This design comes from an exercise in tuning for small area on the open sky130 flow, not from production work.
At most, simulation tests tie the RTL to the original design; equivalence was not proved.
Power is estimated from default activity; no workload was simulated.

// rtcclock
module	rtcclock #(
		parameter	DEFAULT_SPEED = 32'd2814750  
	) (
		input	wire		i_clk, i_reset,
		input	wire		i_wb_cyc, i_wb_stb, i_wb_we,
		input	wire	[2:0]	i_wb_addr,
		input	wire	[31:0]	i_wb_data,
		input	wire	[3:0]	i_wb_sel,
		output	reg	[31:0]	o_data,
		output	wire	[31:0]	o_sseg,
		output	wire	[15:0]	o_led,
		output	wire		o_interrupt,
		output	wire		o_ppd,
		input	wire		i_hack
	);
Settings: LEC_CHECK=0, CAP_MARGIN=20, CORE_MARGIN=2, CORE_UTILIZATION=40, SLEW_MARGIN=20; clock period 10.0 ns.
standard.sh (not shown) runs the stock make flow with config.mk's settings and CLKGATE_MAP_FILE= SYNTH_SCRIPT=/design/flow/synth_recipe.tcl, a recipe that flattens the netlist after the stock synthesis.
==> flow/flow/run.sh <==
#!/bin/bash
# Own layout flow: the standard flow (standard.sh), with three changes.
#  1. After the standard synthesis, the combinational logic between the
#     registers is optimised and mapped again with area-oriented ABC
#     scripts (remap.sh): four recipes of ABC's &deepsyn run side by side,
#     and the netlist with the least cell area is laid out.
#     Registers, full-adder cells and tie cells are kept as the standard
#     synthesis made them, with their names.
#  2. Ports are buffered with sky130_fd_sc_hd__buf_1 instead of the default.
#  3. The clock tree uses larger sink clusters and no dummy loads.
# Each tool's full output goes to a log file in this folder (synth.log,
# remap/*/remap.log, layout.log); ORFS's own step logs stay under orfs/logs.
set -euo pipefail
HERE=$(pwd)
RES=$HERE/orfs/results/$FLOW_PLATFORM/rtcclock/base
VARS=(
  "BUFFER_PORTS_ARGS=-buffer_cell sky130_fd_sc_hd__buf_1"
  "CTS_ARGS=-sink_clustering_enable -repair_clock_nets -sink_clustering_size 16 -sink_clustering_max_diameter 80 -buf_list sky130_fd_sc_hd__clkbuf_8 -dont_use_dummy_load"
)

bash standard.sh "${VARS[@]}" synth > synth.log 2>&1

cp "$RES/1_2_yosys.v" "$HERE/standard_synth.v"

# Remapping: each recipe in a folder of its own, bounded in time.  Should all
# fail, the plain area mapping is used, and should that fail too, the
# standard netlist.
RECIPES=("0 3" "0 3 5" "0" "0 7")
mkdir -p remap
for i in "${!RECIPES[@]}"; do
  mkdir -p "remap/r$i"
  ( timeout 900 bash flow/remap.sh "$HERE/standard_synth.v" "$HERE/remap/r$i/out.v" \
      "${RECIPES[$i]}" > "remap/r$i/remap.log" 2>&1 \
    && grep "Chip area" "remap/r$i/remap.log" | tail -1 | awk '{print $NF}' > "remap/r$i/area" ) || true &
done
wait
BEST=""
BEST_AREA=""
for i in "${!RECIPES[@]}"; do
  if [[ -s "remap/r$i/area" ]]; then
    a=$(cat "remap/r$i/area")
    if [[ -z $BEST_AREA ]] || awk -v a="$a" -v b="$BEST_AREA" 'BEGIN{exit !(a < b)}'; then
      BEST=$i; BEST_AREA=$a
    fi
  fi
done
if [[ -n $BEST ]]; then
  echo "remap: recipe ${RECIPES[$BEST]} gives $BEST_AREA um2" > remap/chosen.txt
  cp "remap/r$BEST/out.v" "$RES/1_2_yosys.v"
else
  mkdir -p remap/plain
  if timeout 600 bash flow/remap.sh "$HERE/standard_synth.v" "$HERE/remap/plain/out.v" plain \
      > remap/plain/remap.log 2>&1; then
    echo "remap: plain" > remap/chosen.txt
    cp "remap/plain/out.v" "$RES/1_2_yosys.v"
  else
    echo "remap: none, standard netlist" > remap/chosen.txt
  fi
fi
rm -f "$RES/1_synth.odb" "$RES/1_synth.sdc"

bash standard.sh "${VARS[@]}" finish > layout.log 2>&1
Other scripts of this flow, unchanged in this note and not shown: flow/flow/remap.sh
==> next run, changes <==
--- a/flow/design.v
+++ b/flow/design.v
@@ -70,19 +70,19 @@
 		wr_data2 <= wr_data[21:0];
 	always @(posedge i_clk)
 	begin
 		wr_pv    <= (ck_wr || al_wr) ? wr_valid : 3'b0;
 		wr_pv_al <= al_wr;
 	end
 	assign	ck_pv = (wr_pv_al) ? 3'b0 : wr_pv;
 	assign	al_pv = (wr_pv_al) ? wr_pv : 3'b0;
 	reg	[31:0]	ckspeed;
-	localparam	LOW = 22;
+	localparam	LOW = 18;
 	reg	[LOW-1:0]	ck_lo;
 	reg	[39-LOW:0]	ck_hi;
 	reg		ck_mid, ck_hc;
 	wire		ck_carry, ck_late;
 	reg	[7:0]	ck_sub;
 	wire		ck_pps;
 	always @(posedge i_clk)
 	if (i_reset)
 		ckspeed <= DEFAULT_SPEED;
Effect:
- The new run ran to the end with no violations
- maximum frequency came out higher by about a fifth
- total power came out lower slightly
- clock skew came out higher by 0.016 ns
- utilization stays flat
- final area came out higher slightly
- wire length came out higher by a few percent
- global-route usage came out higher by 0.94 points
For the second run of this note, only the layout was checked, not whether the RTL still works.

========
rtcclock, a different RTL version from the one above (not shown whole).
Size: ~1400 cells after synthesis, ~130 I/O pins, about 15000 um2 of cells after synthesis.
==> flow/config.mk <==
export PLATFORM = sky130hd
export DESIGN_NAME = rtcclock
export DESIGN_NICKNAME = rtcclock
export VERILOG_FILES = /design/flow/design.v
export SDC_FILE = /design/flow/constraint.sdc
export NUM_CORES = 4
export LEC_CHECK = 0
export CAP_MARGIN = 20
export CORE_MARGIN = 2
export CORE_UTILIZATION = 40
export SLEW_MARGIN = 20
==> flow/constraint.sdc <==
create_clock -name core_clock -period 10.0 [get_ports {i_clk}]
set_input_delay 2.0000 -clock core_clock [delete_from_list [all_inputs] [get_ports {i_clk}]]
set_output_delay 2.0000 -clock core_clock [all_outputs]
set_load 0.01 [all_outputs]
==> flow/flow/run.sh <==
#!/bin/bash
# Own layout flow: the standard flow (standard.sh), with three changes.
#  1. After the standard synthesis, the combinational logic between the
#     registers is optimised and mapped again with area-oriented ABC
#     scripts (remap.sh).
#     Registers, full-adder cells and tie cells are kept as the standard
#     synthesis made them, with their names.
#  2. Ports are buffered with sky130_fd_sc_hd__buf_1 instead of the default.
#  3. The clock tree uses larger sink clusters and no dummy loads.
# Each tool's full output goes to a log file in this folder (synth.log,
# remap.log, layout.log); ORFS's own step logs stay under orfs/logs.
set -euo pipefail
HERE=$(pwd)
RES=$HERE/orfs/results/$FLOW_PLATFORM/rtcclock/base
VARS=(
  "BUFFER_PORTS_ARGS=-buffer_cell sky130_fd_sc_hd__buf_1"
  "CTS_ARGS=-sink_clustering_enable -repair_clock_nets -sink_clustering_size 26 -sink_clustering_max_diameter 120 -buf_list sky130_fd_sc_hd__clkbuf_16 -dont_use_dummy_load"
)

bash standard.sh "${VARS[@]}" synth > synth.log 2>&1

cp "$RES/1_2_yosys.v" "$HERE/standard_synth.v"
# The deep AIG optimisation is bounded in time; should it fail, the plain
# area mapping is used, and should that fail too, the standard netlist.
if timeout 1200 bash flow/remap.sh "$HERE/standard_synth.v" "$HERE/remapped.v" deep > remap.log 2>&1; then
  cp "$HERE/remapped.v" "$RES/1_2_yosys.v"
elif timeout 600 bash flow/remap.sh "$HERE/standard_synth.v" "$HERE/remapped.v" plain > remap_plain.log 2>&1; then
  cp "$HERE/remapped.v" "$RES/1_2_yosys.v"
fi
rm -f "$RES/1_synth.odb" "$RES/1_synth.sdc"

bash standard.sh "${VARS[@]}" finish > layout.log 2>&1
Other scripts of this flow, unchanged in this note and not shown: flow/flow/remap.sh
Next try:
--- a/flow/design.v
+++ b/flow/design.v
@@ -199,38 +199,38 @@
 			if (!suppressed[1])
 				ck_min <= nx_min;
 			if (!suppressed[2])
 				ck_hr  <= nx_hr;
 		end
 		if (ck_pv[0])
 			ck_sec <= wr_data2[6:0];
 		if (ck_pv[1])
 			ck_min <= wr_data2[14:8];
 		if (ck_pv[2])
 			ck_hr  <= wr_data2[21:16];
 	end
-	always @(posedge i_clk)
-		pre_ppd <= ck_hr[5] && ck_hr[1] && ck_hr[0]
-			&& ck_min[6] && ck_min[4] && ck_min[3] && ck_min[0]
-			&& ck_sec[6] && ck_sec[4] && ck_sec[3] && ck_sec[0];
-	always @(posedge i_clk)
-		ck_ppm <= ck_min[6] && ck_min[4] && ck_min[3] && ck_min[0];
 	reg	[6:0]	lst_sec, lst_min;
 	reg	[5:0]	lst_hr;
 	always @(posedge i_clk)
 	begin
 		lst_sec <= ck_sec;
 		lst_min <= ck_min;
 		lst_hr  <= ck_hr;
 	end
+	always @(*)
+		pre_ppd = lst_hr[5] && lst_hr[1] && lst_hr[0]
+			&& lst_min[6] && lst_min[4] && lst_min[3] && lst_min[0]
+			&& lst_sec[6] && lst_sec[4] && lst_sec[3] && lst_sec[0];
+	always @(*)
+		ck_ppm = lst_min[6] && lst_min[4] && lst_min[3] && lst_min[0];
 	reg	[6:0]	tm_s, tm_m;
 	reg	[7:0]	tm_h;
 	reg	[6:0]	tn_s, tn_m;
 	reg	[7:0]	tn_h;
 	wire	[4:0]	tm_cy;
 	wire	[23:0]	bcd_timer;
 	wire		last_tick, tm_pps, tm_nonzero;
 	reg	[7:0]	tm_sub;
 	reg		tm_pre_pps, tm_int, tm_running, tm_alarm;
 	assign	bcd_timer = { tm_h, 1'b0, tm_m, 1'b0, tm_s };
 	assign	tm_cy[0] = (tm_s[3:0] == 4'h0);
 	assign	tm_cy[1] = tm_cy[0] && (tm_s[6:4] == 3'h0);
Effect: Area after synthesis shrinks slightly; final cell count barely changes; combinational power shrinks by a few percent; wire length came out higher slightly; clock skew grows by 0.011 ns; non-clock buffer count goes down by 1; design area goes down slightly; clock-buffer cell count is unchanged; global-route usage went up by 0.16 points; synthesized cell count hardly moves; total power came out lower slightly; setup slack got worse by 0.0030 ns; register-to-register slack is about the same.

==> re-timing with driven ports <==
The results above use ideal ports. As a check the final layouts listed here were re-extracted and re-timed, cells and wires unchanged. Step 1 (the two cells are an assumption about what drives the block):
set clk [get_ports {i_clk}]
set_driving_cell -lib_cell sky130_fd_sc_hd__clkbuf_16 $clk
set_driving_cell -lib_cell sky130_fd_sc_hd__buf_2 [delete_from_list [all_inputs] $clk]
Step 2, shift: input delay + t, output delay - t, t = (earliest + latest rising clock arrival at the registers) / 2. This alone moves slack from input paths to output paths. Three values: ideal ports, drivers, drivers and shift; two values: the first two.
run	t, ns	setup WS [ns]	worst hold slack (ns)	worst register clock-pin slew, ns	worst slew at a driven data input, ns
the first run of note 1	0.655	1.125 / 1.125 / 1.125	0.333 / 0.333 / 0.333	0.11 / 0.11	0.07
the second run of note 1	0.655	2.781 / 2.781 / 2.781	0.320 / 0.320 / 0.320	0.11 / 0.11	0.08
the first run of note 2	0.578	2.667 / 2.667 / 2.667	0.287 / 0.287 / 0.287	0.11 / 0.11	0.07
the second run of note 2	0.579	2.664 / 2.664 / 2.664	0.330 / 0.330 / 0.330	0.11 / 0.11	0.05
After both steps setup and hold are still met in every run listed.
